Background: an optimization exercise with open tools, aiming at a short achievable clock period and few clock cycles. Do not read the settings as production practice.
Function was checked by simulation only, so behaviour that the tests miss may differ from the original.
Power figures rest on the tool's default switching activity, not on a simulated workload.

===== flow/run.sh =====
#!/bin/bash
# synth_recipe.tcl (not shown) runs the flow's synth.tcl, then flattens the netlist and writes it again
# the make line also repeats each setting of config.mk as NAME=value (left out here)
make -C /OpenROAD-flow-scripts/flow DESIGN_CONFIG=/design/flow/config.mk WORK_HOME=/design/flow/orfs CLKGATE_MAP_FILE= SYNTH_SCRIPT=/design/flow/synth_recipe.tcl finish

===== flow/config.mk =====
export PLATFORM = sky130hd
export DESIGN_NAME = cpu_core
export DESIGN_NICKNAME = cpu_core
export VERILOG_FILES = /design/flow/design.v
export SDC_FILE = /design/flow/constraint.sdc
export NUM_CORES = 4
export LEC_CHECK = 0
export ABC_CLOCK_PERIOD_IN_PS = 2000
export CAP_MARGIN = 20
export CORE_MARGIN = 2
export CORE_UTILIZATION = 25
export SETUP_SLACK_MARGIN = 4.7
export SLEW_MARGIN = 20
export TNS_END_PERCENT = 100

===== flow/constraint.sdc =====
create_clock -name core_clock -period 7.2 [get_ports {clk}]
set_input_delay 1.4400 -clock core_clock [delete_from_list [all_inputs] [get_ports {clk}]]
set_output_delay 1.4400 -clock core_clock [all_outputs]
set_load 0.01 [all_outputs]

===== flow/design.v =====
module cpu_core(
    input logic clk,
    input logic reset_n,
    output logic[5:0] imem_reg,
    input logic[31:0] imem_data,
    output logic dmem_write,
    output logic[5:0] dmem_reg,
    output logic[31:0] dmem_write_data,
    input logic[31:0] dmem_read_data
);
    localparam int P_OP = 0, P_OPI = 1, P_LW = 2, P_SW = 3, P_BR = 4, P_JMP = 5,
                   P_WR = 6, P_SUB = 7, P_USE1 = 8, P_USE2 = 9, P_MEM = 10, P_CBR = 11;
    localparam int PW = 12;
    function automatic logic [PW-1:0] predecode(input logic [31:0] w);
        logic op, opi, lw, sw, br, jmp;
        op  = w[6:0] == 7'b0110011;
        opi = w[6:0] == 7'b0010011;
        lw  = w[6:0] == 7'b0000011 && w[14:12] == 3'b010;
        sw  = w[6:0] == 7'b0100011 && w[14:12] == 3'b010;
        br  = w[6:0] == 7'b1100011;
        jmp = br && w[19:15] == w[24:20];
        predecode = '0;
        predecode[P_OP]   = op;
        predecode[P_OPI]  = opi;
        predecode[P_LW]   = lw;
        predecode[P_SW]   = sw;
        predecode[P_BR]   = br;
        predecode[P_JMP]  = jmp;
        predecode[P_WR]   = (op || opi || lw) && w[11:7] != 5'd0;
        predecode[P_SUB]  = op && w[31:25] == 7'b0100000;
        predecode[P_USE1] = op || opi || w[6:0] == 7'b0000011 || w[6:0] == 7'b0100011 || br;
        predecode[P_USE2] = op || w[6:0] == 7'b0100011 || br;
        predecode[P_MEM]  = lw || sw;
        predecode[P_CBR]  = br && !jmp;
    endfunction
    function automatic logic [31:0] add32(input logic [31:0] a, input logic [31:0] b, input logic cin);
        logic [31:0] g, pp, gg, ppp;
        g = a & b;
        pp = a ^ b;
        gg = g;
        ppp = pp;
        gg[0] = g[0] | (pp[0] & cin);
        for (int l = 0; l < 5; l++) begin
            for (int i = 31; i >= 0; i--) begin
                if (i >= (1 << l)) begin
                    gg[i]  = gg[i] | (ppp[i] & gg[i - (1 << l)]);
                    ppp[i] = ppp[i] & ppp[i - (1 << l)];
                end
            end
        end
        add32 = pp ^ {gg[30:0], cin};
    endfunction
    function automatic logic [5:0] add6(input logic [5:0] a, input logic [5:0] b);
        logic [5:0] g, pp, gg, ppp;
        g = a & b;
        pp = a ^ b;
        gg = g;
        ppp = pp;
        for (int l = 0; l < 3; l++) begin
            for (int i = 5; i >= 0; i--) begin
                if (i >= (1 << l)) begin
                    gg[i]  = gg[i] | (ppp[i] & gg[i - (1 << l)]);
                    ppp[i] = ppp[i] & ppp[i - (1 << l)];
                end
            end
        end
        add6 = pp ^ {gg[4:0], 1'b0};
    endfunction
    logic [3:0]    fp;                   
    logic [3:0]    ia;                   
    logic [15:0]   iv;                   
    logic [31:0]   ic [16];              
    logic [PW-1:0] icp [16];             
    logic [15:0]   np_v, np_d;           
    logic [3:0]    np_t [16];            
    logic [3:0]    q_v;
    logic [31:0]   q_w [4];
    logic [PW-1:0] q_p [4];
    logic [3:0]    q_pc [4];
    logic [3:0]    q_pd;
    logic        last_ok, last_d;
    logic [3:0]  last_pc;
    logic        tf_v, tf_d;
    logic [3:0]  tf_pc, tf_t;
    logic        tm_v, tm_d;
    logic [3:0]  tm_pc, tm_t;
    logic        e_v0, e_v1, e_br0, e_br1, e_jmp0, e_jmp1, e_lw0, e_lw1, e_wr0, e_wr1;
    logic        e_sub0, e_sub1, e_pd0, e_pd1, e_fu1;
    logic [4:0]  e_rd0, e_rd1;
    logic [31:0] e_a0, e_b0, e_a1, e_b1, e_z1;
    logic [3:0]  e_pc0, e_pc1, e_alt0, e_alt1;
    logic        r_wr0, r_wr1;
    logic [4:0]  r_rd0, r_rd1;
    logic [31:0] r_val0, r_val1;
    logic [31:0] rf [1:31];
    logic        mem_we;
    logic [5:0]  mem_addr;
    logic [31:0] mem_wdata;
    assign imem_reg        = {ia, 2'b00};
    assign dmem_write      = mem_we;
    assign dmem_reg        = mem_addr;
    assign dmem_write_data = mem_wdata;
    logic [31:0] e_sum0, e_sum1, e_res0, e_res1;
    logic        e_eq0, e_eq1, e_t0, e_t1, m0, m1, redirect;
    logic [3:0]  rtgt;
    assign e_sum0 = add32(e_a0, e_b0, e_sub0);
    assign e_sum1 = add32(e_a1, e_b1, e_sub1);
    assign e_res0 = e_lw0 ? dmem_read_data : e_sum0;
    assign e_res1 = e_lw1 ? dmem_read_data : e_sum1;
    logic [31:0] fc, fco;
    assign fc  = e_a0 ^ e_b0 ^ e_z1;
    assign fco = (e_a0 & e_b0) | (e_a0 & fc) | (e_b0 & fc);
    assign e_eq0 = e_a0 == e_b0;
    assign e_eq1 = e_fu1 ? ((fc[0] == e_sub0) && (fc[31:1] == fco[30:0])) : (e_a1 == e_b1);
    assign e_t0 = e_jmp0 || e_eq0;
    assign e_t1 = e_jmp1 || e_eq1;
    assign m0 = e_v0 && e_br0 && (e_t0 != e_pd0);
    assign m1 = e_v1 && e_br1 && (e_t1 != e_pd1);
    assign redirect = m0 || m1;
    assign rtgt = m0 ? e_alt0 : e_alt1;
    logic [31:0]   wa, wb;
    logic [PW-1:0] pa, pb;
    logic [4:0]    a_rd, a_rs1, a_rs2, b_rd, b_rs1, b_rs2;
    logic          b_dep1, b_dep2, pair, issue;
    logic [31:0]   a_immi, b_immi;
    assign wa = q_w[0];
    assign wb = q_w[1];
    assign pa = q_p[0];
    assign pb = q_p[1];
    assign a_rd = wa[11:7]; assign a_rs1 = wa[19:15]; assign a_rs2 = wa[24:20];
    assign b_rd = wb[11:7]; assign b_rs1 = wb[19:15]; assign b_rs2 = wb[24:20];
    assign a_immi = {{20{wa[31]}}, wa[31:20]};
    assign b_immi = {{20{wb[31]}}, wb[31:20]};
    assign b_dep1 = pa[P_WR] && pb[P_USE1] && b_rs1 == a_rd;
    assign b_dep2 = pa[P_WR] && pb[P_USE2] && b_rs2 == a_rd;
    assign issue = q_v[0];
    assign pair  = q_v[1]
                   && !(pa[P_MEM] && pb[P_MEM])
                   && !((pa[P_CBR] || (pa[P_JMP] && !q_pd[0])) && pb[P_SW])
                   && !(pa[P_WR] && pb[P_WR] && a_rd == b_rd)
                   && !((b_dep1 || b_dep2) && !(pb[P_CBR] && (pa[P_OP] || pa[P_OPI])));
    function automatic logic [31:0] rd_early(input logic [4:0] x, input logic [31:1] oh);
        logic [31:0] v;
        v = '0;
        for (int r = 1; r < 32; r++)
            v = v | ({32{oh[r]}} & rf[r]);
        if (x != 5'd0 && r_wr1 && r_rd1 == x)       rd_early = r_val1;
        else if (x != 5'd0 && r_wr0 && r_rd0 == x)  rd_early = r_val0;
        else                                        rd_early = v;
    endfunction
    logic [31:0] ve_a1, ve_a2, ve_b1, ve_b2;    
    logic        h1_a1, h1_a2, h1_b1, h1_b2;    
    logic        h0_a1, h0_a2, h0_b1, h0_b2;    
    logic [31:0] f_a1, f_a2, f_b1, f_b2;        
    logic [31:1] oa1, oa2, ob1, ob2;
    always_comb
        for (int r = 1; r < 32; r++) begin
            oa1[r] = a_rs1 == 5'(r);
            oa2[r] = a_rs2 == 5'(r);
            ob1[r] = b_rs1 == 5'(r);
            ob2[r] = b_rs2 == 5'(r);
        end
    assign ve_a1 = rd_early(a_rs1, oa1);
    assign ve_a2 = rd_early(a_rs2, oa2);
    assign ve_b1 = rd_early(b_rs1, ob1);
    assign ve_b2 = rd_early(b_rs2, ob2);
    assign h1_a1 = e_v1 && e_wr1 && e_rd1 == a_rs1;
    assign h1_a2 = e_v1 && e_wr1 && e_rd1 == a_rs2;
    assign h1_b1 = e_v1 && e_wr1 && e_rd1 == b_rs1;
    assign h1_b2 = e_v1 && e_wr1 && e_rd1 == b_rs2;
    assign h0_a1 = e_v0 && e_wr0 && e_rd0 == a_rs1;
    assign h0_a2 = e_v0 && e_wr0 && e_rd0 == a_rs2;
    assign h0_b1 = e_v0 && e_wr0 && e_rd0 == b_rs1;
    assign h0_b2 = e_v0 && e_wr0 && e_rd0 == b_rs2;
    assign f_a1 = h1_a1 ? e_res1 : h0_a1 ? e_res0 : ve_a1;
    assign f_a2 = h1_a2 ? e_res1 : h0_a2 ? e_res0 : ve_a2;
    assign f_b1 = h1_b1 ? e_res1 : h0_b1 ? e_res0 : ve_b1;
    assign f_b2 = h1_b2 ? e_res1 : h0_b2 ? e_res0 : ve_b2;
    logic [31:0] d_bsrc0, d_bsrc1;
    assign d_bsrc0 = pa[P_OPI] ? a_immi : f_a2;
    assign d_bsrc1 = pb[P_OPI] ? b_immi : f_b2;
    logic        d_sw;
    logic [5:0]  d_base, d_off;
    logic [31:0] d_sdata;
    assign d_sw    = pa[P_SW] || (pair && pb[P_SW]);
    assign d_base  = pa[P_MEM] ? f_a1[5:0] : f_b1[5:0];
    assign d_off   = pa[P_MEM] ? (pa[P_SW] ? {wa[25], wa[11:7]} : wa[25:20])
                               : (pb[P_SW] ? {wb[25], wb[11:7]} : wb[25:20]);
    assign d_sdata = pa[P_MEM] ? f_a2 : f_b2;
    logic [3:0]  pt_q [16];
    logic [3:0]  pt_n [16];
    logic [15:0] pt_d0, pt_d1, pt_qc, pt_nc;
    genvar p;
    generate
        for (p = 0; p < 16; p++) begin : g_pair
            logic [3:0] sq, sn;
            assign sq = np_v[p] ? np_t[p] : 4'(p + 1);
            assign sn = np_v[sq] ? np_t[sq] : sq + 4'd1;
            always_ff @(posedge clk) begin
                pt_q[p]  <= sq;
                pt_n[p]  <= sn;
                pt_d0[p] <= np_v[p] && np_d[p];
                pt_d1[p] <= np_v[sq] && np_d[sq];
                pt_qc[p] <= iv[sq];
                pt_nc[p] <= iv[sn];
            end
        end
    endgenerate
    logic          f_hit, u_jump, g1_ok, push, push2;
    logic [3:0]    u_jt, q1, q2, fp_next, ia_next, pf, fp1;
    logic          pd0, pd1;
    logic [31:0]   g0, g1;
    logic [PW-1:0] u_p, g0p, g1p;
    logic [15:0]   iv_f;                
    logic f_hit_r;                    
    assign f_hit  = f_hit_r;
    assign u_p    = predecode(imem_data);
    assign u_jump = u_p[P_JMP];
    assign u_jt   = ia + {imem_data[25], imem_data[11:9]};
    assign fp1    = fp + 4'd1;
    assign g0  = f_hit ? ic[fp] : imem_data;
    assign g0p = f_hit ? icp[fp] : u_p;
    assign pd0 = f_hit ? pt_d0[fp] : u_jump;
    assign q1  = f_hit ? pt_q[fp] : (u_jump ? u_jt : fp1);
    assign g1    = ic[pt_q[fp]];
    assign g1p   = icp[pt_q[fp]];
    assign g1_ok = f_hit && pt_qc[fp];
    assign pd1   = pt_d1[fp];
    assign q2    = pt_n[fp];
    assign push  = !redirect && !q_v[3];
    assign push2 = push && g1_ok;
    always_comb begin
        if (redirect)    fp_next = rtgt;
        else if (push2)  fp_next = q2;
        else if (push)   fp_next = q1;
        else             fp_next = fp;
    end
    assign iv_f = iv | (16'd1 << ia);
    logic [3:0] pf1, pf2;
    always_comb begin
        pf1 = ia;
        pf2 = ia;
        for (int i = 15; i >= 0; i--)
            if (!iv[i]) begin
                pf2 = pf1;
                pf1 = 4'(i);
            end
    end
    assign pf = (pf1 == ia) ? pf2 : pf1;
    logic ivf_alt0, ivf_alt1, ivf_fp, ivf_fp1;
    assign ivf_alt0 = iv_f[e_alt0];
    assign ivf_alt1 = iv_f[e_alt1];
    assign ivf_fp   = iv_f[fp];
    assign ivf_fp1  = iv_f[fp1];
    logic hit_next;                   
    always_comb begin
        if (redirect)
            hit_next = m0 ? ivf_alt0 : ivf_alt1;
        else if (!push)
            hit_next = f_hit || ivf_fp;
        else if (f_hit)
            hit_next = g1_ok ? iv_f[pt_n[fp]] : iv_f[pt_q[fp]];
        else
            hit_next = u_jump ? iv_f[u_jt] : ivf_fp1;
    end
    assign ia_next = hit_next ? pf : fp_next;
    logic [3:0] s_v, free1, free2, qn_v;
    always_comb begin
        if (!issue)     s_v = q_v;
        else if (pair)  s_v = {2'b00, q_v[3:2]};
        else            s_v = {1'b0, q_v[3:1]};
        free1 = ~s_v & {s_v[2:0], 1'b1};
        free2 = ~s_v & ~{s_v[2:0], 1'b0} & {s_v[1:0], 2'b11} & 4'b1110;
        if (redirect)
            qn_v = 4'd0;
        else
            qn_v = s_v | (push ? free1 : 4'd0) | (push2 ? free2 : 4'd0);
    end
    genvar k;
    generate
        for (k = 0; k < 4; k++) begin : g_queue
            logic [31:0]   s_w;
            logic [PW-1:0] s_p;
            logic [3:0]    s_pc;
            logic          s_pd;
            always_comb begin
                s_w = q_w[k]; s_p = q_p[k]; s_pc = q_pc[k]; s_pd = q_pd[k];
                if (issue && !pair) begin
                    if (k < 3) begin
                        s_w = q_w[(k + 1) % 4]; s_p = q_p[(k + 1) % 4];
                        s_pc = q_pc[(k + 1) % 4]; s_pd = q_pd[(k + 1) % 4];
                    end
                end else if (issue && pair) begin
                    if (k < 2) begin
                        s_w = q_w[(k + 2) % 4]; s_p = q_p[(k + 2) % 4];
                        s_pc = q_pc[(k + 2) % 4]; s_pd = q_pd[(k + 2) % 4];
                    end
                end
            end
            always_ff @(posedge clk) begin
                if (s_v[k]) begin
                    q_w[k] <= s_w; q_p[k] <= s_p; q_pc[k] <= s_pc; q_pd[k] <= s_pd;
                end else if (free1[k]) begin
                    q_w[k] <= g0; q_p[k] <= g0p; q_pc[k] <= fp; q_pd[k] <= pd0;
                end else begin
                    q_w[k] <= g1; q_p[k] <= g1p; q_pc[k] <= q1; q_pd[k] <= pd1;
                end
            end
        end
    endgenerate
    logic        fill_j;
    assign fill_j = u_jump && !iv[ia];
    generate
        for (k = 0; k < 16; k++) begin : g_table
            logic w_fill, w_tf, w_tm;
            assign w_fill = fill_j && ia == 4'(k);
            assign w_tf   = tf_v && tf_pc == 4'(k);
            assign w_tm   = tm_v && tm_pc == 4'(k);
            always_ff @(posedge clk, negedge reset_n) begin
                if (!reset_n) begin
                    iv[k]   <= 1'b0;
                    np_v[k] <= 1'b0;
                end else begin
                    if (ia == 4'(k))
                        iv[k] <= 1'b1;
                    if (w_fill || w_tf || w_tm)
                        np_v[k] <= 1'b1;
                end
            end
            always_ff @(posedge clk) begin
                if (ia == 4'(k)) begin
                    ic[k]  <= imem_data;
                    icp[k] <= u_p;
                end
                if (w_tm) begin
                    np_d[k] <= tm_d;
                    np_t[k] <= tm_t;
                end else if (w_tf) begin
                    np_d[k] <= tf_d;
                    np_t[k] <= tf_t;
                end else if (w_fill) begin
                    np_d[k] <= 1'b1;
                    np_t[k] <= u_jt;
                end
            end
        end
    endgenerate
    always_ff @(posedge clk, negedge reset_n) begin
        if (!reset_n) begin
            fp      <= 4'd0;
            ia      <= 4'd0;
            f_hit_r <= 1'b0;
            q_v     <= 4'd0;
            last_ok <= 1'b0;
            tf_v    <= 1'b0;
            tm_v    <= 1'b0;
            e_v0    <= 1'b0;
            e_v1    <= 1'b0;
            r_wr0   <= 1'b0;
            r_wr1   <= 1'b0;
            mem_we  <= 1'b0;
        end else begin
            fp  <= fp_next;
            ia  <= ia_next;
            f_hit_r <= hit_next;
            q_v <= qn_v;
            tf_v <= !redirect && issue && ((pa[P_JMP] && last_ok) || (pair && pb[P_JMP]));
            tm_v <= redirect;
            if (redirect || issue)
                last_ok <= 1'b1;
            e_v0   <= !redirect && issue;
            e_v1   <= !redirect && issue && pair;
            mem_we <= !redirect && issue && d_sw;
            r_wr0  <= e_v0 && e_wr0;
            r_wr1  <= e_v1 && e_wr1 && !m0;
        end
    end
    always_ff @(posedge clk) begin
        if (pa[P_JMP] && last_ok) begin
            tf_pc <= last_pc;
            tf_d  <= last_d;
            tf_t  <= q_pc[0] + {wa[25], wa[11:9]};
        end else begin
            tf_pc <= q_pc[0];
            tf_d  <= q_pd[0];
            tf_t  <= q_pc[1] + {wb[25], wb[11:9]};
        end
        tm_pc <= m0 ? e_pc0 : e_pc1;
        tm_d  <= m0 ? e_t0 : e_t1;
        tm_t  <= rtgt;
        if (redirect) begin
            last_pc <= m0 ? e_pc0 : e_pc1;
            last_d  <= m0 ? e_t0 : e_t1;
        end else if (issue && pair) begin
            last_pc <= q_pc[1];
            last_d  <= q_pd[1];
        end else if (issue) begin
            last_pc <= q_pc[0];
            last_d  <= q_pd[0];
        end
        e_pc0  <= q_pc[0];
        e_pc1  <= q_pc[1];
        e_pd0  <= q_pd[0];
        e_pd1  <= q_pd[1];
        e_alt0 <= q_pd[0] ? q_pc[0] + 4'd1 : q_pc[0] + {wa[25], wa[11:9]};
        e_alt1 <= q_pd[1] ? q_pc[1] + 4'd1 : q_pc[1] + {wb[25], wb[11:9]};
        e_br0  <= pa[P_BR];
        e_br1  <= pb[P_BR];
        e_jmp0 <= pa[P_JMP];
        e_jmp1 <= pb[P_JMP];
        e_lw0  <= pa[P_LW];
        e_lw1  <= pb[P_LW];
        e_wr0  <= pa[P_WR];
        e_wr1  <= pb[P_WR];
        e_rd0  <= a_rd;
        e_rd1  <= b_rd;
        e_sub0 <= pa[P_SUB];
        e_sub1 <= pb[P_SUB];
        e_fu1  <= pb[P_CBR] && (b_dep1 || b_dep2);
        e_a0   <= f_a1;
        e_b0   <= pa[P_SUB] ? ~d_bsrc0 : d_bsrc0;
        e_a1   <= f_b1;
        e_b1   <= pb[P_SUB] ? ~d_bsrc1 : d_bsrc1;
        e_z1   <= b_dep1 ? f_b2 : f_b1;
        mem_addr  <= add6(d_base, d_off);
        mem_wdata <= d_sdata;
        r_rd0  <= e_rd0;
        r_rd1  <= e_rd1;
        r_val0 <= e_res0;
        r_val1 <= e_res1;
        if (r_wr0)
            rf[r_rd0] <= r_val0;
        if (r_wr1)
            rf[r_rd1] <= r_val1;
    end
endmodule

==> reports/qor.yml, run 1 <==
outcome:
  outcome: "did not finish"
  stop_stage: "global routing (5_1_grt)"
  firstError: "[ERROR GRT-0232] Routing congestion too high. Check the congestion heatmap in the GUI."
logic_synthesis:
  synth_area_leaders: "edfxtp_1 (36%), a22oi_1 (11%), mux2_2 (7.2%), dfxtp_1 (6.8%), nand2_1 (3.6%)"
  yosys.area.top_type: "edfxtp_1"
  synthFlopType: "edfxtp_1"
  synth_area_um2: 148000
  syn_inst: 15100
  seq_area_frac_synth_pct: 43.8
  synth-edff-count: 1775
  ys_seq_elements: 2333
  synth_top_area_share_pct: 36.1
  yosysUniqueCellTypes: 95
  syn_area_per_cell_um2: 9.76
  ys_warn_count: 9
  async_reset_ff_share_pct: 2.27
placed_design:
  finalWeightedCongestion: 1.14
  placed_area_um2: 162000
  dp_hpwl_um: 625000
  io_buffers: 108
floorplan:
  die_h_um: 773
  rows: 282
  initial_core_util_pct: 25.1
  fp.dieW_um: 773
  io_pins: 111
global_route:
  grt.total_usage_pct: 37.7
  grt_max_degree: 56
  grt_overflow_total: 1
cts:
  cts-buffers-inserted: 273
  clkSinkCount: 2333
  cts_buffer_depth: 4
  h-tree-depth: 5
  root_buffer: "clkbuf_16"
-- layer usage --
metal  overflow  track usage [%]
met5          0             19.0
met4          1             32.8
met3          0             29.8
met2          0             45.5
met1          0             39.6
-- worst max-delay path by stage --
stage                               start                end  slack [ns]  cells past startpoint
after floorplan              imem_data[3]  ia[0]$_DFFE_PN0P_        2.99                     11
after global placement      imem_data[19]  ia[3]$_DFFE_PN0P_        1.24                     12
after detailed placement    imem_data[19]  ia[3]$_DFFE_PN0P_        1.34                     12
after CTS                 fp[1]$_DFF_PN0_  ia[3]$_DFFE_PN0P_        3.12                     18
-- per-stage QoR --
stage	power (mW)	utilization, %	cells	worst slack, ns
detailed placement	76.0	27.6	22200	1.34
global placement	75.9	27.5	22100	1.24
floorplan	53.1	-	15200	2.99
CTS	107	33.7	24100	3.12
-- repair_timing --
action,CTS
cloned,122
setup buffers,1280
gates resized for setup,3025
pin swaps,727
setup endpoints to repair,2935
hold buffers,0
-- kinds of logic after synthesis --
group                    Yosys count  synth area share [%]
AO/OA/AOI/OAI                   5236                  25.4
XOR/XNOR                         269                  1.59
adder cells (fa/ha/maj)          187                  1.78
buffers and inverters           1930                  4.93
flip-flops                      2333                  43.8
multiplexers                    1400                  10.7
other                              2               0.00508
AND/OR/NAND/NOR                 3784                  11.8
-- power groups by stage --
stage	clock [mW]	combinational, mW	sequential [mW]
after CTS	14.7	69.4	22.7
after detailed placement	0	53.0	23.0
after global placement	0	52.8	23.0
after floorplan	0	32.2	20.9
-- Yosys cell counts, types with 277 or more instances --
cell type  instances
dfxtp_1          505
mux2i_1          410
nand3_1          384
a21oi_1          534
nand2_1         1432
edfxtp_1        1775
nor2_1           831
a222oi_1         277
nand4_1          282
mux2_2           946
a22oi_1         2115
o21ai_0          743
clkbuf_1        1381
Testbench counts, summed over its fixed seeds: cycles 21,151.
==> run 2: changes to the inputs <==
--- a/flow/design.v
+++ b/flow/design.v
@@ -52,2 +52,19 @@
     endfunction
+    function automatic logic [31:0] carry32(input logic [31:0] a, input logic [31:0] b, input logic cin);
+        logic [31:0] g, pp, gg, ppp;
+        g = a & b;
+        pp = a ^ b;
+        gg = g;
+        ppp = pp;
+        gg[0] = g[0] | (pp[0] & cin);
+        for (int l = 0; l < 5; l++) begin
+            for (int i = 31; i >= 0; i--) begin
+                if (i >= (1 << l)) begin
+                    gg[i]  = gg[i] | (ppp[i] & gg[i - (1 << l)]);
+                    ppp[i] = ppp[i] & ppp[i - (1 << l)];
+                end
+            end
+        end
+        carry32 = {gg[30:0], cin};
+    endfunction
     function automatic logic [5:0] add6(input logic [5:0] a, input logic [5:0] b);
@@ -90,2 +107,3 @@
     logic [31:0] e_a0, e_b0, e_a1, e_b1, e_z1;
+    logic        e_fz;
     logic [3:0]  e_pc0, e_pc1, e_alt0, e_alt1;
@@ -105,4 +123,9 @@
     logic [3:0]  rtgt;
-    assign e_sum0 = add32(e_a0, e_b0, e_sub0);
-    assign e_sum1 = add32(e_a1, e_b1, e_sub1);
+    logic [31:0] e_p0, e_p1, e_c0, e_c1;
+    assign e_p0 = e_a0 ^ e_b0;
+    assign e_p1 = e_a1 ^ e_b1;
+    assign e_c0 = carry32(e_a0, e_b0, e_sub0);
+    assign e_c1 = carry32(e_a1, e_b1, e_sub1);
+    assign e_sum0 = e_p0 ^ e_c0;
+    assign e_sum1 = e_p1 ^ e_c1;
     assign e_res0 = e_lw0 ? dmem_read_data : e_sum0;
@@ -110,2 +133,3 @@
     logic [31:0] fc, fco;
+    assign e_z1 = e_fz ? e_b1 : e_a1;
     assign fc  = e_a0 ^ e_b0 ^ e_z1;
@@ -143,5 +167,3 @@
         logic [31:0] v;
-        v = '0;
-        for (int r = 1; r < 32; r++)
-            v = v | ({32{oh[r]}} & rf[r]);
+        v = (x == 5'd0) ? 32'd0 : rf[x];
         if (x != 5'd0 && r_wr1 && r_rd1 == x)       rd_early = r_val1;
@@ -178,2 +200,43 @@
     assign f_b2 = h1_b2 ? e_res1 : h0_b2 ? e_res0 : ve_b2;
+    function automatic logic [4:0] fsel(input logic h1, input logic h0, input logic imm);
+        fsel[0] = !imm && h1 && !e_lw1;
+        fsel[1] = !imm && !h1 && h0 && !e_lw0;
+        fsel[2] = !imm && ((h1 && e_lw1) || (!h1 && h0 && e_lw0));
+        fsel[3] = !imm && !h1 && !h0;
+        fsel[4] = imm;
+    endfunction
+    function automatic logic [31:0] fval(input logic [4:0] sl, input logic [31:0] ve, input logic [31:0] imm,
+                                         input logic inv);
+        fval = ({32{sl[0]}} & (e_p1 ^ {32{inv}} ^ e_c1)) | ({32{sl[1]}} & (e_p0 ^ {32{inv}} ^ e_c0)) |
+               ({32{sl[2]}} & (dmem_read_data ^ {32{inv}})) |
+               ({32{sl[3]}} & (ve ^ {32{inv}})) | ({32{sl[4]}} & (imm ^ {32{inv}}));
+    endfunction
+    logic [4:0]  sl_a1, sl_a2, sl_b1, sl_b2, sl_z1, sl_base, sl_sd;
+    logic [31:0] d_opa0, d_opb0, d_opa1, d_opb1, d_z1, d_sd;
+    logic [5:0]  d_base6;
+    assign sl_a1 = fsel(h1_a1, h0_a1, 1'b0);
+    assign sl_a2 = fsel(h1_a2, h0_a2, pa[P_OPI]);
+    assign sl_b1 = fsel(h1_b1, h0_b1, 1'b0);
+    assign sl_b2 = fsel(h1_b2, h0_b2, pb[P_OPI]);
+    assign sl_base = pa[P_MEM] ? sl_a1 : sl_b1;
+    assign sl_sd   = pa[P_MEM] ? fsel(h1_a2, h0_a2, 1'b0) : fsel(h1_b2, h0_b2, 1'b0);
+    assign d_opa0 = fval(sl_a1, ve_a1, 32'd0, 1'b0);
+    assign d_opb0 = fval(sl_a2, ve_a2, a_immi, pa[P_SUB]);
+    assign d_opa1 = fval(sl_b1, ve_b1, 32'd0, 1'b0);
+    assign d_opb1 = fval(sl_b2, ve_b2, b_immi, pb[P_SUB]);
+    assign d_sd   = fval(sl_sd, pa[P_MEM] ? ve_a2 : ve_b2, 32'd0, 1'b0);
+    assign d_base6 = 6'(fval(sl_base, pa[P_MEM] ? ve_a1 : ve_b1, 32'd0, 1'b0));
+    logic [4:0]  m_rs1;
+    logic [5:0]  m_rf, m_addr;
+    logic        m_w1, m_w0;
+    assign m_rs1 = pa[P_MEM] ? a_rs1 : b_rs1;
+    assign m_rf  = (m_rs1 == 5'd0) ? 6'd0 : rf[m_rs1][5:0];
+    assign m_w1  = m_rs1 != 5'd0 && r_wr1 && r_rd1 == m_rs1;
+    assign m_w0  = m_rs1 != 5'd0 && r_wr0 && r_rd0 == m_rs1 && !m_w1;
+    assign m_addr = ({6{sl_base[0]}} & add6(e_sum1[5:0], d_off)) |
+                    ({6{sl_base[1]}} & add6(e_sum0[5:0], d_off)) |
+                    ({6{sl_base[2]}} & add6(dmem_read_data[5:0], d_off)) |
+                    ({6{sl_base[3] && m_w1}} & add6(r_val1[5:0], d_off)) |
+                    ({6{sl_base[3] && m_w0}} & add6(r_val0[5:0], d_off)) |
+                    ({6{sl_base[3] && !m_w1 && !m_w0}} & add6(m_rf, d_off));
     logic [31:0] d_bsrc0, d_bsrc1;
@@ -419,9 +482,9 @@
         e_fu1  <= pb[P_CBR] && (b_dep1 || b_dep2);
-        e_a0   <= f_a1;
-        e_b0   <= pa[P_SUB] ? ~d_bsrc0 : d_bsrc0;
-        e_a1   <= f_b1;
-        e_b1   <= pb[P_SUB] ? ~d_bsrc1 : d_bsrc1;
-        e_z1   <= b_dep1 ? f_b2 : f_b1;
-        mem_addr  <= add6(d_base, d_off);
-        mem_wdata <= d_sdata;
+        e_a0   <= d_opa0;
+        e_b0   <= d_opb0;
+        e_a1   <= d_opa1;
+        e_b1   <= d_opb1;
+        e_fz   <= b_dep1;
+        mem_addr  <= m_addr;
+        mem_wdata <= d_sd;
         r_rd0  <= e_rd0;
--- a/flow/config.mk
+++ b/flow/config.mk
@@ -9,4 +9,7 @@
 export CAP_MARGIN = 20
+export CELL_PAD_IN_SITES_DETAIL_PLACEMENT = 1
+export CELL_PAD_IN_SITES_GLOBAL_PLACEMENT = 2
 export CORE_MARGIN = 2
-export CORE_UTILIZATION = 25
+export CORE_UTILIZATION = 22
+export PLACE_DENSITY = 0.4
 export SETUP_SLACK_MARGIN = 4.7
==> reports/qor.yml, run 2 <==
global_route:
  grt_max_degree: 117
  grt.total_usage_pct: 31.0
  antenna_found_initial: 114
  grt_overflow_total: 0
  grt_pass1_vias: 156000
  grt_pass1_wl_um: 1570000
sta:
  period_needed_ns: 4.47
  rsz0062_at_grt: "yes"
  max_freq_mhz: 224
  slew_headroom_pct: 19.3
  drv_slew: 0
  skew_ns: 0.0909
  setup-tns-final_ns: 0
  hold_viol_final: 0
  setup_viol: 0
  tightestPinTransition_ns: 1.20
  period_share_pct: 62.0
cts:
  h-tree-depth: 5
  clkSinkCount: 2322
  clk_transition_reported_paths_ns: 0.06
  ctsHoldBuffers: 0
  cts_buffer_depth: 4
  cts_tree: "built"
  root_buffer: "clkbuf_16"
  worstSkewPairLatency_ns: 1.07
  cts-buffers-inserted: 324
layout:
  final_cell_mix: "edfxtp_1 (1775), buf_4 (1515), mux4_2 (1172)"
  area_delta_synth_final_pct: 42.4
  finalNetCount: 16400
  largest_register_ffs: 992
  drive_gt1_share_pct: 48.4
  reg.largest.list: "rf x992, ic x352, icp x192"
  final_core_util_pct: 31.4
  layout_commonest_cell: "edfxtp_1"
  regMostFlops: "rf"
detailed_routing:
  initialDrtViolationCount: 20000
  via_per_inst: 5.97
  ant_nets: 0
  drt_pass1_iterations: 9
  vias: 157000
  routed_wl_um: 1220000
  wire_per_inst_um: 46.3
  remaining_drc_errors: 0
logic_synthesis:
  synthFlopType: "edfxtp_1"
  synth_compound_area_share_pct: 16.8
  synth_top_family_by_area: "multiplexers"
  ys_warn_count: 9
  yosys.area_share.simple_pct: 7.55
  synth_fa_ha_area_share_pct: 1.86
  ys_seq_elements: 2322
  yosysMostFrequentCell: "edfxtp_1"
  synth_commonest_cells: "edfxtp_1 (1775), clkbuf_1 (1303), mux4_2 (1172)"
  yosys.area.top_type: "edfxtp_1"
  syn_inst: 14500
  seq_area_frac_synth_pct: 39.6
  async_reset_ff_share_pct: 2.28
  synth_area_um2: 163000
  synth_xor_xnor_area_share_pct: 1.70
  syn_area_per_cell_um2: 11.2
  muxShareOfSynthArea_pct: 28.0
  synth_area_leaders: "edfxtp_1 (33%), mux4_2 (16%), mux2_2 (7.8%), dfxtp_1 (6.1%), mux2i_1 (4.0%)"
  synth_top_area_share_pct: 32.7
  synth-edff-count: 1775
  yosysUniqueCellTypes: 102
pwr:
  power_density_nw_per_um2: 664
  ir_drop_v: 0.000406
  p_leak_nw: 81.2
floorplan:
  io_pins: 111
  initial_core_util_pct: 22.1
  die_h_um: 865
  die_area_um2: 748000
  fp.dieW_um: 865
  rows: 316
  core_area_um2: 739000
placed_design:
  dp_hpwl_um: 736000
  io_buffers: 108
  finalWeightedCongestion: 0.935
hold_path:
  hp-class: "input pin to async pin"
setup_path:
  setup.worst_path.end_class: "flop"
  path_class: "flop to flop"
  arrival_ns: 5.36
  startpoint_type: "flop"
  ff2ff_setup_slack_ns: 2.73
  critPathMaxFanout: 8
  required_ns: 8.09
outcome:
  outcome: "finished clean"
flow_run:
  drv_cap: 0
[run 2: per-stage QoR]
stage / cells / total power [mW] / area [um^2] / setup slack [ns] / hold slack, ns
final: 26300 / 154 / 232000 / 2.73 / 0.263
after global routing: 26300 / 158 / 232000 / 2.72 / 0.220
after CTS: 25700 / 143 / 221000 / 2.77 / 0.170
after detailed placement: 23500 / 100 / 180000 / 0.946 / 0.338
after global placement: 23500 / 99.6 / 179000 / 0.985 / 0.331
after floorplan: 14500 / 66.9 / 168000 / 2.93 / 0.323
[run 2: final timing paths]
check / end / cells past startpoint / startpoint
min in group core_clock: e_lw0$_DFF_P_ / 0 / q_p[0][2]$_DFFE_PN_
max reg2reg: ia[2]$_DFFE_PN0P_ / 19 / e_fz$_DFF_P_
min: np_v[8]$_DFFE_PN0P_ / 1 / reset_n
max in group asynchronous: ia[1]$_DFFE_PN0P_ / 2 / reset_n
max: ia[2]$_DFFE_PN0P_ / 19 / e_fz$_DFF_P_
min reg2reg: e_lw0$_DFF_P_ / 0 / q_p[0][2]$_DFFE_PN_
[run 2: cells by family (layout without fill, tap and decap cells)]
kind of cell	count (synthesis)	in the layout
compound gates	3987	3993
simple gates	2785	2796
xor+xnor	317	317
buf+inv	1924	3789
flops	2322	2322
fa+ha+maj	216	216
mux	2955	2957
other cells	2	75
[run 2: worst max-delay path: stages, from the launching register on]
cell	delay [ns]
dfxtp_4	0.43
buf_16	0.20
buf_6	0.13
mux2i_4	0.32
fa_1	0.49
xnor2_2	0.18
nor4_4	0.40
nand4_1	0.30
nor3_2	0.28
buf_6	0.20
nor3_4	0.05
buf_6	0.15
xnor2_4	0.13
buf_12	0.15
a31oi_4	0.19
buf_12	0.18
nor2_1	0.06
a21oi_2	0.17
nand4_1	0.13
o211ai_1	0.11
[run 2: final cells by class]
cell class,count,area (um^2)
Antenna cell,36,90.1
Multi-Input combinational cell,10300,107000
Clock buffer,407,8720
Timing Repair Buffer,2961,36300
Inverter,228,1320
Sequential cell,2322,64800
Tap cell,9858,12300
Clock inverter,193,1990
Fill cell,78800,507000
[run 2: routing by layer]
layer | track usage [%] | vias to the layer above | wire [um]
met5 | 0 | - | 245
met4 | 18.3 | 22 | 92400
met3 | 5.48 | 2460 | 94900
met2 | 48.3 | 9320 | 539000
met1 | 40.2 | 84200 | 493000
li1 | - | 61200 | -
[run 2: what timing repair did]
item,in CTS,in global routing
buffers inserted,1382,575
resized for setup,3478,1155
pin swaps,714,736
gates cloned,153,35
endpoints found under the setup margin,3291,1080
[run 2: report_power, final]
group / internal, mW / leakage [nW] / switching, mW / total [mW]
Combinational: 48.6 / 55.0 / 64.6 / 113
Sequential: 19.2 / 21.0 / 4.64 / 23.9
Clock: 9.70 / 5.22 / 7.30 / 17.0
Total: 77.5 / 81.2 / 76.6 / 154
Testbench counts of run 2, summed over its fixed seeds: cycles 21,151.
==> run 3: changes to the inputs <==
--- a/flow/config.mk
+++ b/flow/config.mk
@@ -14,3 +14,3 @@
 export PLACE_DENSITY = 0.4
-export SETUP_SLACK_MARGIN = 4.7
+export SETUP_SLACK_MARGIN = 5
 export SLEW_MARGIN = 20
==> reports/qor.yml, run 3 <==
outcome:
  outcome: "finished clean"
logic_synthesis:
  ys_warn_count: 9
  seq_area_frac_synth_pct: 39.6
  syn_inst: 14500
  synth_commonest_cells: "edfxtp_1 (1775), clkbuf_1 (1303), mux4_2 (1172)"
  synth_area_leaders: "edfxtp_1 (33%), mux4_2 (16%), mux2_2 (7.8%), dfxtp_1 (6.1%), mux2i_1 (4.0%)"
  synthFlopType: "edfxtp_1"
  synth_top_area_share_pct: 32.7
  async_reset_ff_share_pct: 2.28
  yosysMostFrequentCell: "edfxtp_1"
  ys_seq_elements: 2322
  yosys.area.top_type: "edfxtp_1"
  yosysUniqueCellTypes: 102
  synth_area_um2: 163000
  synth-edff-count: 1775
  syn_area_per_cell_um2: 11.2
sta:
  slew_headroom_pct: 5.82
  drv_slew: 0
  max_freq_mhz: 227
  hold_viol_final: 0
  period_share_pct: 61.2
  setup_viol: 0
  period_needed_ns: 4.40
  setup_slack_ns: 2.80
  tightestPinTransition_ns: 1.41
  rsz0062_at_grt: "yes"
  skew_ns: 0.0774
  setup-tns-final_ns: 0
layout:
  area_delta_synth_final_pct: 53.1
  layout_commonest_cell: "edfxtp_1"
  finalNetCount: 17100
  regMostFlops: "rf"
  largest_register_ffs: 992
  reg.largest.list: "rf x992, ic x352, icp x192"
  seqCellArea_um2: 64800
  fillers: 77700
  drive_gt1_share_pct: 51.5
  final_cell_mix: "edfxtp_1 (1775), buf_4 (1546), mux4_2 (1172)"
  multiInputGateArea_um2: 111000
placed_design:
  post-place-ws_ns: 1.06
  io_buffers: 108
  dp_hpwl_um: 744000
  finalWeightedCongestion: 0.913
pwr:
  power_switching_mw: 79.3
  power_frac_comb_pct: 74.2
  power_density_nw_per_um2: 641
  sw_frac_of_total_pct: 49.6
  p_clk_share_pct: 11.0
  p_leak_nw: 90.6
  ir_drop_v: 0.000427
  internal-power_mw: 80.6
  seqPwrFrac_pct: 14.8
hold_path:
  hp-class: "input pin to async pin"
global_route:
  antenna_found_initial: 111
  grt_overflow_total: 0
  grt_max_degree: 107
  grt_pass1_wl_um: 1660000
  grt_pass1_vias: 160000
  grt.total_usage_pct: 33.2
floorplan:
  io_pins: 111
  die_h_um: 865
  core_area_um2: 739000
  fp.dieW_um: 865
  initial_core_util_pct: 22.1
  rows: 316
  die_area_um2: 748000
setup_path:
  setup.worst_path.end_class: "flop"
  critPathMaxFanout: 7
  path_class: "flop to flop"
  required_ns: 7.95
  arrival_ns: 5.15
  startpoint_type: "flop"
cts:
  h-tree-depth: 5
  root_buffer: "clkbuf_16"
  cts_tree: "built"
  worstSkewPairLatency_ns: 1.08
  clkSinkCount: 2322
  ctsHoldBuffers: 0
  cts_buffer_depth: 4
  cts-buffers-inserted: 325
  clk_transition_reported_paths_ns: 0.07
flow_run:
  drv_cap: 0
detailed_routing:
  drt_pass1_iterations: 10
  initialDrtViolationCount: 21800
  remaining_drc_errors: 0
  vias: 165000
  wire_per_inst_um: 49.3
  ant_nets: 0
  via_per_inst: 6.10
  routed_wl_um: 1330000
run 3: changes by cell type in the layout (fill, tap and decap cells not counted), sizes merged, moves of 11 or more:
cell      change
clkinv       -17
clkinvlp     -12
buf         +592
bufinv       +11
bufbuf       +19
clkbuf       +57
run 3: cell families (layout without fill, tap and decap cells):
kind of cell / after synthesis / count (layout) / synth area share, %
AOI/OAI and AO/OA: 3987 / 3993 / 16.8
xor gates and xnor gates: 317 / 317 / 1.70
adders and majority gates: 216 / 216 / 1.86
buffers and inverters: 1924 / 4440 / 4.54
DFF: 2322 / 2322 / 39.6
muxes: 2955 / 2957 / 28.0
other: 2 / 78 / 0.00461
and+or+nand+nor: 2785 / 2809 / 7.55
run 3: final timing paths:
kind                                          start              endpoint  slack (ns)  cells past startpoint
max in group asynchronous                   reset_n      q_v[0]$_DFF_PN0_        5.66                      2
worst max register to register      fp[1]$_DFF_PN0_  q_p[1][11]$_DFFE_PN_        2.80                     20
min in group core_clock         q_p[0][2]$_DFFE_PN_         e_lw0$_DFF_P_        0.35                      0
worst min-delay path                        reset_n  np_v[12]$_DFFE_PN0P_        0.31                      1
worst max-delay path                fp[1]$_DFF_PN0_  q_p[1][11]$_DFFE_PN_        2.80                     20
worst min register to register  q_p[0][2]$_DFFE_PN_         e_lw0$_DFF_P_        0.35                      0
run 3: final cells by class:
| type | count | area share [%] |
|---|---|---|
| diodes | 39 | 0.0391 |
| clock buffers | 411 | 3.54 |
| clock inverters | 182 | 0.867 |
| inverters | 228 | 0.563 |
| multi-input cells | 10300 | 44.5 |
| flip-flops and latches | 2322 | 26.0 |
| well taps | 9858 | 4.94 |
| repair buffers | 3618 | 19.6 |
| repair inverters | 1 | 0.00200 |
run 3: stage by stage:
step	cell area (um^2)	instances	hold WS [ns]	total power [mW]	utilization [%]
final	250000	27000	0.307	160	33.8
after floorplan	170000	14500	0.323	67.9	-
after detailed placement	181000	23600	0.333	101	24.4
after global routing	250000	27000	0.308	163	33.8
after CTS	234000	26200	0.250	147	31.6
after global placement	180000	23500	0.327	101	24.4
run 3: timing repair:
action,4_1_cts,5_1_grt
pin swaps,864,847
endpoints found under the setup margin,3455,2679
cloned,265,89
buffers inserted,1803,647
resized for setup,4415,1892
run 3: power groups by stage:
stage / sequential, mW / clock, mW / combinational (mW)
3_3_place_gp: 24.6 / 0 / 76.3
2_1_floorplan: 20.6 / 0 / 47.3
4_1_cts: 23.5 / 17.8 / 106
5_1_grt: 23.8 / 18.2 / 121
6_report: 23.7 / 17.6 / 119
3_5_place_dp: 24.6 / 0 / 76.7
run 3: worst max-delay path, stage by stage, from the launching register on:
cell and delay, ns:
dfrtp_4 0.52, buf_12 0.14, inv_12 0.03, ha_4 0.20, buf_6 0.15, a222oi_1 0.47
a31oi_4 0.15, buf_12 0.16, o32ai_4 0.28, buf_12 0.16, buf_16 0.15, buf_12 0.12
nor4_4 0.03, buf_4 0.16, buf_4 0.15, a22oi_2 0.15, nand4_1 0.17, a2111oi_4 0.43
a2bb2oi_2 0.16, a211oi_2 0.21, a21oi_1 0.06
run 3: routing by layer:
metal / track usage (%) / wire [um]
met1: 41.6 / 514000
met2: 51.4 / 579000
met3: 6.86 / 118000
met4: 22.6 / 120000
met5: 0 / 295
==> run 4: changes to the inputs <==
--- a/flow/design.v
+++ b/flow/design.v
@@ -132,8 +132,14 @@
     assign e_res1 = e_lw1 ? dmem_read_data : e_sum1;
-    logic [31:0] fc, fco;
-    assign e_z1 = e_fz ? e_b1 : e_a1;
-    assign fc  = e_a0 ^ e_b0 ^ e_z1;
-    assign fco = (e_a0 & e_b0) | (e_a0 & fc) | (e_b0 & fc);
+    function automatic logic fused_eq(input logic [31:0] z);
+        logic [31:0] fc, fco;
+        fc  = e_a0 ^ e_b0 ^ z;
+        fco = (e_a0 & e_b0) | ((e_a0 ^ e_b0) & ~z);
+        fused_eq = (fc[0] == e_sub0) && (fc[31:1] == fco[30:0]);
+    endfunction
+    logic e_fq_a, e_fq_b;
+    assign e_z1   = e_fz ? e_b1 : e_a1;
+    assign e_fq_a = fused_eq(e_a1);
+    assign e_fq_b = fused_eq(e_b1);
     assign e_eq0 = e_a0 == e_b0;
-    assign e_eq1 = e_fu1 ? ((fc[0] == e_sub0) && (fc[31:1] == fco[30:0])) : (e_a1 == e_b1);
+    assign e_eq1 = e_fu1 ? (e_fz ? e_fq_b : e_fq_a) : (e_a1 == e_b1);
     assign e_t0 = e_jmp0 || e_eq0;
@@ -316,3 +322,5 @@
     assign ivf_fp   = iv_f[fp];
-    assign ivf_fp1  = iv_f[fp1];
+    logic [15:0] iv_f1;               
+    assign iv_f1    = {iv_f[0], iv_f[15:1]};
+    assign ivf_fp1  = iv_f1[fp];
     logic hit_next;                   
@@ -324,3 +332,3 @@
         else if (f_hit)
-            hit_next = g1_ok ? iv_f[pt_n[fp]] : iv_f[pt_q[fp]];
+            hit_next = g1_ok && pt_nc[fp];
         else
--- a/flow/config.mk
+++ b/flow/config.mk
@@ -14,3 +14,3 @@
 export PLACE_DENSITY = 0.4
-export SETUP_SLACK_MARGIN = 5
+export SETUP_SLACK_MARGIN = 4.7
 export SLEW_MARGIN = 20
==> reports/qor.yml, run 4 <==
outcome:
  outcome: "finished clean"
detailed_routing:
  initialDrtViolationCount: 19700
  drt_pass1_iterations: 8
  dr.max_layer_used: "met5"
  wire_per_inst_um: 48.0
  wl_met1_um: 502000
  routed_wl_um: 1300000
  remaining_drc_errors: 0
  via_per_inst: 5.98
  ant_nets: 0
  wl_met2_um: 585000
  wl_met3_um: 95600
  vias: 163000
placed_design:
  io_buffers: 108
  dp_hpwl_um: 792000
  post-place-ws_ns: 1.34
  place_inst: 24200
  finalWeightedCongestion: 0.916
logic_synthesis:
  seq_area_frac_synth_pct: 38.8
  synth_top_area_share_pct: 31.9
  synth_area_um2: 167000
  syn_inst: 14900
  yosysUniqueCellTypes: 106
  synth_area_leaders: "edfxtp_1 (32%), mux4_2 (16%), mux2_2 (7.7%), dfxtp_1 (6.1%), mux2i_1 (4.3%)"
  synth-edff-count: 1775
  synthFlopType: "edfxtp_1"
  yosys.area.top_type: "edfxtp_1"
  ys_warn_count: 9
  syn_area_per_cell_um2: 11.2
  async_reset_ff_share_pct: 2.27
  ys_seq_elements: 2338
  yosysMostFrequentCell: "edfxtp_1"
  synth_commonest_cells: "edfxtp_1 (1775), clkbuf_1 (1294), mux4_2 (1201)"
global_route:
  antenna_found_initial: 113
  grt_pass1_vias: 162000
  grt_max_degree: 61
  grt_pass1_wl_um: 1670000
  grt.total_usage_pct: 32.5
  grt_overflow_total: 0
layout:
  final_cells: 27200
  fillers: 80700
  regMostFlops: "rf"
  final_cell_mix: "edfxtp_1 (1775), buf_4 (1535), mux4_2 (1201)"
  layout_commonest_cell: "edfxtp_1"
  finalNetCount: 17000
  multiInputGateArea_um2: 111000
  reg.largest.list: "rf x992, ic x352, icp x192"
  drive_gt1_share_pct: 48.6
  seqCellArea_um2: 65200
  area_delta_synth_final_pct: 44.0
  largest_register_ffs: 992
setup_path:
  max_stage_delay_ns: 0.53
  crit_chain: "buf_12 > ha_4 > buf_4 > buf_6 > buf_4 > nand2_1 > and3_1 > or4_4 > a21oi_4 > buf_12 > buf_4 > nor4_4 > buf_6 > buf_12 > buf_12 > a22oi_1 > nand4_1 > nor4_4 > a21o_1 > o211ai_1 > o21a_1"
  arrival_ns: 5.22
  crit_path_frequent_cell: "buf_12"
  path_class: "flop to flop"
  critPathMaxFanout: 7
  required_ns: 8.04
  startpoint_type: "flop"
  cpMaxStageDelayCell: "dfrtp_4"
  setup.worst_path.end_class: "flop"
cts:
  cts_tree: "built"
  worstSkewPairLatency_ns: 1.09
  h-tree-depth: 5
  clk_transition_reported_paths_ns: 0.06
  root_buffer: "clkbuf_16"
  cts-buffers-inserted: 334
  clkSinkCount: 2338
  cts_buffer_depth: 4
hold_path:
  hp-class: "flop to flop"
flow_run:
  drv_cap: 0
sta:
  setup_viol: 0
  max_freq_mhz: 228
  rsz0062_at_grt: "yes"
  hold_viol_final: 0
  tightestPinTransition_ns: 1.30
  period_needed_ns: 4.38
  slew_headroom_pct: 13.5
  setup_slack_ns: 2.82
  skew_ns: 0.0851
  period_share_pct: 60.8
  drv_slew: 0
  setup-tns-final_ns: 0
pwr:
  ir_drop_v: 0.000409
  power_density_nw_per_um2: 648
  p_leak_nw: 85.1
floorplan:
  die_area_um2: 767000
  rows: 320
  initial_core_util_pct: 22.0
  core_area_um2: 758000
  die_h_um: 876
  io_pins: 111
  fp.dieW_um: 876
-- run 4: cell types whose count changed in the layout (fill, tap and decap cells not counted), moves of 52 or more --
cell      delta
mux2_2     +585
mux2_4     -564
buf_16     -170
buf_12     -120
a211oi_1    +94
buf_6       -88
inv_1       +74
buf_8       -68
nand3_1     +64
mux2i_1     +60
a221o_1     -52
-- run 4: layer usage --
layer,track usage (%),up-vias
li1,-,62900
met1,39.6,87000
met2,51.6,9551
met3,6.00,3054
met4,23.2,30
met5,0,-
-- run 4: cell families (layout without fill, tap and decap cells) --
group	count (synthesis)	after routing	synth area share, %
flip-flops	2338	2338	38.8
buffers and inverters	2059	4035	4.82
AO/OA/AOI/OAI	3950	3957	16.2
other	2	114	0.00449
AND/OR/NAND/NOR	2898	2924	7.80
multiplexers	3075	3079	28.3
adder cells (fa/ha/maj)	248	248	2.19
XOR/XNOR	359	359	1.89
-- run 4: through the flow --
| stage | cell area [um^2] | util, % | hold slack (ns) | power, mW |
|---|---|---|---|---|
| after detailed placement | 185000 | 24.4 | 0.356 | 101 |
| after CTS | 231000 | 30.5 | 0.314 | 148 |
| after global placement | 185000 | 24.4 | 0.341 | 101 |
| after floorplan | 174000 | - | 0.323 | 68.5 |
| after global routing | 241000 | 31.7 | 0.374 | 160 |
| final | 241000 | 31.7 | 0.366 | 156 |
-- run 4: power breakdown --
group	switching [mW]	internal [mW]	total, mW
clock network	7.50	10.7	18.2
registers	4.80	19.4	24.2
logic	65.2	48.5	114
-- run 4: what timing repair did --
action                                  CTS  global route
setup endpoints to repair              3329          1275
pin swaps                               809           621
gates resized for setup                3759          1094
endpoints found under the hold margin     0             0
cloned                                  157            33
hold buffers                              0             0
buffers inserted                       1628           447
-- run 4: worst max-delay path: cells and delay by family (launching register included) --
kind / cells / cell delay, ns
AOI/OAI and AO/OA: 5 / 0.84
and+or+nand+nor: 6 / 1.32
buffers and inverters: 9 / 1.24
DFF: 1 / 0.53
adders and majority gates: 1 / 0.17
-- run 4: layout make-up --
class                           instances  area share, %
Antenna cell                           75         0.0780
Clock buffer                          416           3.77
Clock inverter                        205           1.03
Inverter                              315          0.732
Multi-Input combinational cell      10600           46.1
Sequential cell                      2338           27.1
Tap cell                            10100           5.27
Timing Repair Buffer                 3099           15.9
-- run 4: worst paths after layout --
check                                     from              endpoint  slack, ns  cells after the start
hold / removal             q_p[0][4]$_DFFE_PN_         e_br0$_DFF_P_       0.37                      0
setup / recovery               fp[0]$_DFF_PN0_  q_p[2][11]$_DFFE_PP_       2.82                     21
min in group asynchronous              reset_n       fp[1]$_DFF_PN0_       0.38                      1
max in group asynchronous              reset_n  np_v[13]$_DFFE_PN0P_       5.45                      2
setup reg to reg               fp[0]$_DFF_PN0_  q_p[2][11]$_DFFE_PP_       2.82                     21
hold reg to reg            q_p[0][4]$_DFFE_PN_         e_br0$_DFF_P_       0.37                      0
Testbench counts of run 4, summed over its fixed seeds: cycles 21,147.
==> run 5: changes to the inputs <==
--- a/flow/design.v
+++ b/flow/design.v
@@ -101,3 +101,3 @@
     logic [3:0]  tf_pc, tf_t;
-    logic        tm_v, tm_d;
+    logic        tm_v, tm_d, tm_hit;
     logic [3:0]  tm_pc, tm_t;
@@ -146,4 +146,7 @@
     assign e_t1 = e_jmp1 || e_eq1;
-    assign m0 = e_v0 && e_br0 && (e_t0 != e_pd0);
-    assign m1 = e_v1 && e_br1 && (e_t1 != e_pd1);
+    logic e_v0e, e_v1e;
+    assign e_v0e = e_v0 && !tm_v;
+    assign e_v1e = e_v1 && !tm_v;
+    assign m0 = e_v0e && e_br0 && (e_t0 != e_pd0);
+    assign m1 = e_v1e && e_br1 && (e_t1 != e_pd1);
     assign redirect = m0 || m1;
@@ -298,6 +301,6 @@
     assign q2    = pt_n[fp];
-    assign push  = !redirect && !q_v[3];
+    assign push  = !tm_v && !q_v[3];
     assign push2 = push && g1_ok;
     always_comb begin
-        if (redirect)    fp_next = rtgt;
+        if (tm_v)        fp_next = tm_t;
         else if (push2)  fp_next = q2;
@@ -327,4 +330,4 @@
     always_comb begin
-        if (redirect)
-            hit_next = m0 ? ivf_alt0 : ivf_alt1;
+        if (tm_v)
+            hit_next = tm_hit;
         else if (!push)
@@ -344,3 +347,3 @@
         free2 = ~s_v & ~{s_v[2:0], 1'b0} & {s_v[1:0], 2'b11} & 4'b1110;
-        if (redirect)
+        if (tm_v)
             qn_v = 4'd0;
@@ -437,11 +440,11 @@
             q_v <= qn_v;
-            tf_v <= !redirect && issue && ((pa[P_JMP] && last_ok) || (pair && pb[P_JMP]));
+            tf_v <= !tm_v && issue && ((pa[P_JMP] && last_ok) || (pair && pb[P_JMP]));
             tm_v <= redirect;
-            if (redirect || issue)
+            if (tm_v || issue)
                 last_ok <= 1'b1;
-            e_v0   <= !redirect && issue;
-            e_v1   <= !redirect && issue && pair;
-            mem_we <= !redirect && issue && d_sw;
-            r_wr0  <= e_v0 && e_wr0;
-            r_wr1  <= e_v1 && e_wr1 && !m0;
+            e_v0   <= !tm_v && issue;
+            e_v1   <= !tm_v && issue && pair;
+            mem_we <= !redirect && !tm_v && issue && d_sw;
+            r_wr0  <= e_v0e && e_wr0;
+            r_wr1  <= e_v1e && e_wr1 && !m0;
         end
@@ -461,5 +464,6 @@
         tm_t  <= rtgt;
-        if (redirect) begin
-            last_pc <= m0 ? e_pc0 : e_pc1;
-            last_d  <= m0 ? e_t0 : e_t1;
+        tm_hit <= m0 ? ivf_alt0 : ivf_alt1;
+        if (tm_v) begin
+            last_pc <= tm_pc;
+            last_d  <= tm_d;
         end else if (issue && pair) begin
==> reports/qor.yml, run 5 <==
floorplan:
  fp.dieW_um: 879
  io_pins: 111
  die_h_um: 879
  die_area_um2: 773000
  initial_core_util_pct: 22.1
  core_area_um2: 764000
  rows: 321
cts:
  ctsHoldBuffers: 0
  worstSkewPairLatency_ns: 1.04
  clkSinkCount: 2339
  h-tree-depth: 5
  cts_tree: "built"
  root_buffer: "clkbuf_16"
  clk_transition_reported_paths_ns: 0.06
  cts_buffer_depth: 4
  cts-buffers-inserted: 317
sta:
  slew_headroom_pct: 15.1
  hold_viol_final: 0
  holdWs_ns: 0.236
  rsz0062_at_grt: "yes"
  drv_slew: 0
  setup-tns-final_ns: 0
  tightestPinTransition_ns: 1.27
  setup_viol: 0
  max_freq_mhz: 241
  period_share_pct: 57.6
  skew_ns: 0.0835
  period_needed_ns: 4.15
logic_synthesis:
  ys_seq_elements: 2339
  synth_fa_ha_area_share_pct: 2.16
  yosys.area.top_type: "edfxtp_1"
  seq_area_frac_synth_pct: 38.5
  synth_top_family_by_area: "multiplexers"
  synth_xor_xnor_area_share_pct: 1.77
  yosysUniqueCellTypes: 120
  yosysMostFrequentCell: "edfxtp_1"
  ys_warn_count: 9
  syn_area_per_cell_um2: 11.2
  async_reset_ff_share_pct: 2.27
  synth_area_um2: 168000
  synthFlopType: "edfxtp_1"
  synth_top_area_share_pct: 31.6
  muxShareOfSynthArea_pct: 28.1
  synth_compound_area_share_pct: 16.1
  synth_area_leaders: "edfxtp_1 (32%), mux4_2 (16%), mux2_2 (7.7%), dfxtp_1 (6.1%), mux2i_1 (3.9%)"
  yosys.area_share.simple_pct: 8.42
  syn_inst: 15100
  synth_commonest_cells: "edfxtp_1 (1775), clkbuf_1 (1251), mux4_2 (1229)"
  synth-edff-count: 1775
global_route:
  grt.total_usage_pct: 32.1
  grt_pass1_wl_um: 1670000
  antenna_found_initial: 121
  grt_pass1_vias: 163000
  grt_overflow_total: 0
  grt_max_degree: 62
setup_path:
  required_ns: 7.98
  crit_chain: "buf_6 > ha_4 > buf_12 > buf_12 > a222oi_1 > mux2i_1 > mux2_4 > buf_6 > o21a_4 > buf_12 > buf_6 > buf_12 > a32o_1 > or4_4 > a221o_1"
  startpoint_type: "flop"
  path_class: "flop to flop"
  setup.worst_path.end_class: "flop"
  crit_family: "compound AO/OA/AOI/OAI gates"
  critPathMaxFanout: 10
  arrival_ns: 4.93
  crit_path_frequent_cell: "buf_12"
  max_stage_delay_ns: 0.65
  cpMaxStageDelayCell: "or4_4"
  critPathBufInv: 7
layout:
  regMostFlops: "rf"
  reg.largest.list: "rf x992, ic x352, icp x192"
  final_cell_mix: "edfxtp_1 (1775), buf_4 (1589), mux4_2 (1232)"
  drive_gt1_share_pct: 48.2
  layout_commonest_cell: "edfxtp_1"
  largest_register_ffs: 992
  area_delta_synth_final_pct: 43.5
  finalNetCount: 17200
pwr:
  internal-power_mw: 80.7
  p_clk_share_pct: 10.2
  power_density_nw_per_um2: 678
  seqPwrFrac_pct: 14.3
  p_leak_nw: 85.1
  ir_drop_v: 0.000564
  power_frac_comb_pct: 75.5
  power_switching_mw: 83.1
  sw_frac_of_total_pct: 50.8
detailed_routing:
  wire_per_inst_um: 47.7
  via_per_inst: 6.03
  remaining_drc_errors: 0
  routed_wl_um: 1310000
  drt_pass1_iterations: 11
  ant_nets: 0
  vias: 165000
  initialDrtViolationCount: 21300
flow_run:
  drv_cap: 0
placed_design:
  finalWeightedCongestion: 0.924
  io_buffers: 108
  dp_hpwl_um: 783000
outcome:
  outcome: "finished clean"
hold_path:
  hp-class: "input pin to async pin"
==> run 5: changes by cell type after synthesis, moves of 79 or more <==
cell,delta
a211oi_1,-114
a22oi_1,+79
nand2_1,+133
nand3_1,+96
o21ai_0,-133
xor2_1,-83
==> run 5: layout make-up <==
class | instances | area [um^2]
Timing Repair inverter | 1 | 8.76
Clock inverter | 178 | 1760
Antenna cell | 66 | 165
Timing Repair Buffer | 3193 | 39700
Clock buffer | 401 | 8620
Multi-Input combinational cell | 10700 | 112000
Inverter | 342 | 1940
Sequential cell | 2339 | 65200
Tap cell | 10200 | 12700
Fill cell | 81100 | 522000
==> run 5: worst reg2reg max path: stages (launching register included) <==
cell and delay (ns):
dfrtp_4 0.55, buf_6 0.16, ha_4 0.19, buf_12 0.13
buf_12 0.12, a222oi_1 0.25, mux2i_1 0.15, mux2_4 0.34
buf_6 0.14, o21a_4 0.27, buf_12 0.16, buf_6 0.12
buf_12 0.15, a32o_1 0.26, or4_4 0.65, a221o_1 0.33
==> run 5: timing repair <==
| item | in CTS | in global routing |
|---|---|---|
| resized for setup | 3347 | 1178 |
| gates cloned | 168 | 51 |
| pin swaps | 686 | 684 |
| setup buffers | 1614 | 548 |
| setup endpoints to repair | 3318 | 1341 |
==> run 5: final timing paths <==
check,slack [ns],startpoint,to,cells after the start
max in group asynchronous,5.59,reset_n,np_v[3]$_DFFE_PN0P_,2
setup / recovery,3.05,fp[0]$_DFF_PN0_,q_w[2][27]$_DFFE_PP_,15
hold reg to reg,0.33,q_p[0][4]$_DFFE_PN_,e_br0$_DFF_P_,0
setup reg to reg,3.05,fp[0]$_DFF_PN0_,q_w[2][27]$_DFFE_PP_,15
min in group core_clock,0.33,q_p[0][4]$_DFFE_PN_,e_br0$_DFF_P_,0
hold / removal,0.24,reset_n,iv[7]$_DFFE_PN0P_,1
==> run 5: logic make-up after synthesis <==
family	after synthesis
AO/OA/AOI/OAI	3891
XOR/XNOR	341
adder cells (fa/ha/maj)	246
buffers and inverters	2099
flip-flops	2339
multiplexers	3037
other	2
AND/OR/NAND/NOR	3134
==> run 5: routing by layer <==
| metal | vias up | share of wire (%) | track usage (%) | routed length (um) |
|---|---|---|---|---|
| met3 | 2754 | 8.0 | 6.03 | 105000 |
| met5 | - | 0.019 | 0 | 244 |
| met4 | 38 | 7.8 | 19.4 | 102000 |
| met1 | 88900 | 41 | 41.8 | 532000 |
| met2 | 9984 | 44 | 49.4 | 570000 |
| li1 | 63700 | - | - | - |
==> run 5: power groups by stage <==
stage          clock [mW]  combinational (mW)  sequential, mW
2_1_floorplan           0                49.1            20.8
3_3_place_gp            0                81.5            24.7
3_5_place_dp            0                81.9            24.7
4_1_cts              16.9                 112            23.4
5_1_grt              17.3                 126            23.7
6_report             16.6                 124            23.5
==> run 5: metrics by stage <==
stage	setup slack (ns)	utilization (%)	area [um^2]	total power, mW	std cells
finish	3.05	31.6	242000	164	27400
global route	2.99	31.6	242000	167	27400
CTS	3.08	30.2	230000	153	26800
detailed placement	1.46	24.4	186000	107	24400
global placement	1.55	24.3	186000	106	24400
floorplan	3.38	-	175000	69.9	15100
Testbench counts of run 5, summed over its fixed seeds: cycles 21,631.
==> run 6: changes to the inputs <==
--- a/flow/config.mk
+++ b/flow/config.mk
@@ -14,3 +14,3 @@
 export PLACE_DENSITY = 0.4
-export SETUP_SLACK_MARGIN = 4.7
+export SETUP_SLACK_MARGIN = 5
 export SLEW_MARGIN = 20
==> reports/qor.yml, run 6 <==
logic_synthesis:
  yosysMostFrequentCell: "edfxtp_1"
  synth_area_leaders: "edfxtp_1 (32%), mux4_2 (16%), mux2_2 (7.7%), dfxtp_1 (6.1%), mux2i_1 (3.9%)"
  async_reset_ff_share_pct: 2.27
  yosysUniqueCellTypes: 120
  synth-edff-count: 1775
  syn_inst: 15100
global_route:
  grt_max_degree: 65
  grt_pass1_wl_um: 1760000
  grt_pass1_vias: 166000
  grt.total_usage_pct: 34.1
sta:
  period_share_pct: 58.1
  setup_viol: 0
  rsz0062_at_grt: "yes"
  max_freq_mhz: 239
  tightestPinTransition_ns: 1.31
  holdWs_ns: 0.244
  setup-tns-final_ns: 0
  period_needed_ns: 4.18
  setup_slack_ns: 3.02
  hold_viol_final: 0
setup_path:
  startpoint_type: "flop"
  critPathMaxFanout: 24
  ff2ff_path_depth: 13
  setup.worst_path.end_class: "flop"
pwr:
  sw_frac_of_total_pct: 50.7
  p_leak_nw: 92.3
  internal-power_mw: 81.6
  p_clk_share_pct: 10.2
  seqPwrFrac_pct: 14.3
  power_density_nw_per_um2: 648
placed_design:
  dp_hpwl_um: 780000
floorplan:
  core_area_um2: 764000
  die_h_um: 879
  rows: 321
  die_area_um2: 773000
detailed_routing:
  remaining_drc_errors: 0
  routed_wl_um: 1400000
  ant_nets: 0
  wire_per_inst_um: 50.3
cts:
  h-tree-depth: 5
  clkSinkCount: 2339
  worstSkewPairLatency_ns: 1.05
  cts-buffers-inserted: 317
layout:
  drive_gt1_share_pct: 50.0
  final_cell_mix: "edfxtp_1 (1775), buf_4 (1533), mux4_2 (1232)"
  regMostFlops: "rf"
  layout_commonest_cell: "edfxtp_1"
outcome:
  outcome: "finished clean"
hold_path:
  hp-class: "input pin to async pin"
run 6: cell count changes in the layout (fill, tap and decap cells not counted), moves of 15 or more:
cell	delta
buf_16	+208
clkinvlp_4	-17
a22oi_2	+25
a22oi_1	-25
dfxtp_1	-19
clkbuf_16	+25
mux2_2	-615
buf_6	+121
a221oi_1	-15
mux2_4	+615
a221oi_2	+15
buf_12	+162
buf_4	-56
run 6: cell families after synthesis:
| kind of cell | count (synthesis) | synth area share [%] |
|---|---|---|
| XOR/XNOR | 341 | 1.77 |
| AO/OA/AOI/OAI | 3891 | 16.1 |
| other | 2 | 0.00446 |
| AND/OR/NAND/NOR | 3134 | 8.42 |
| adder cells (fa/ha/maj) | 246 | 2.16 |
| buffers and inverters | 2099 | 4.98 |
| flip-flops | 2339 | 38.5 |
| multiplexers | 3037 | 28.1 |
run 6: routing by layer:
metal	vias to the layer above	routed length [um]	track usage, %
li1	64700	-	-
met1	91900	544000	43.2
met2	11900	599000	51.5
met3	3513	134000	7.96
met4	72	125000	23.3
met5	-	477	0
run 6: timing repair:
item | CTS | global route
gates resized for setup | 4268 | 1589
endpoints found under the setup margin | 3545 | 2829
cloned | 314 | 74
pin swaps | 819 | 647
setup buffers | 1947 | 560
run 6: path summary, 6_finish.rpt:
kind / startpoint / endpoint
worst max register to register: fp[0]$_DFF_PN0_ / q_w[2][10]$_DFFE_PP_
min in group core_clock: q_p[0][2]$_DFFE_PN_ / e_lw0$_DFF_P_
worst min register to register: q_p[0][2]$_DFFE_PN_ / e_lw0$_DFF_P_
worst max-delay path: fp[0]$_DFF_PN0_ / q_w[2][10]$_DFFE_PP_
max in group asynchronous: reset_n / np_v[11]$_DFFE_PN0P_
worst min-delay path: reset_n / iv[9]$_DFFE_PN0P_
run 6: power groups by stage:
stage / registers (mW) / logic [mW] / clock network (mW)
floorplan: 20.8 / 50.0 / 0
global placement: 24.6 / 81.0 / 0
detailed placement: 24.6 / 81.5 / 0
CTS: 23.4 / 113 / 17.1
global route: 23.8 / 127 / 17.5
finish: 23.7 / 125 / 16.9
run 6: worst max-delay path: stages, from the launching register on:
cell and delay (ns):
dfrtp_4 0.53, buf_12 0.15, ha_4 0.19, buf_12 0.13
nor3_4 0.24, nand2_4 0.22, nor2_1 0.34, a31o_4 0.31
buf_6 0.34, nor3_4 0.16, a22o_1 0.21, a222oi_1 0.47
nand3_4 0.28, a221o_1 0.36
run 6: per-stage QoR:
step                      instance area, um^2  power (mW)  utilization [%]
after floorplan                        177000        70.9                -
after global placement                 187000         106             24.4
after detailed placement               187000         106             24.4
after CTS                              242000         154             31.6
after global routing                   255000         168             33.4
final                                  255000         166             33.4
run 6: layout make-up:
cell class	count	area (um^2)	share of cell area, %
Multi-Input combinational cell	10700	114000	44.7
Sequential cell	2339	65300	25.6
Timing Repair Buffer	3669	50500	19.8
Tap cell	10200	12700	4.99
Clock buffer	416	8730	3.42
Inverter	342	2040	0.797
Clock inverter	162	1640	0.644
Antenna cell	71	178	0.0696
Timing Repair inverter	3	23.8	0.00931

Setup slack of run 6, layout unchanged: 3.016 ns with ideal ports, 3.016 ns with driving cells assumed (clock clkbuf_16, inputs buf_2), 2.772 ns with port delays also shifted by the 1.162 ns mid clock arrival.
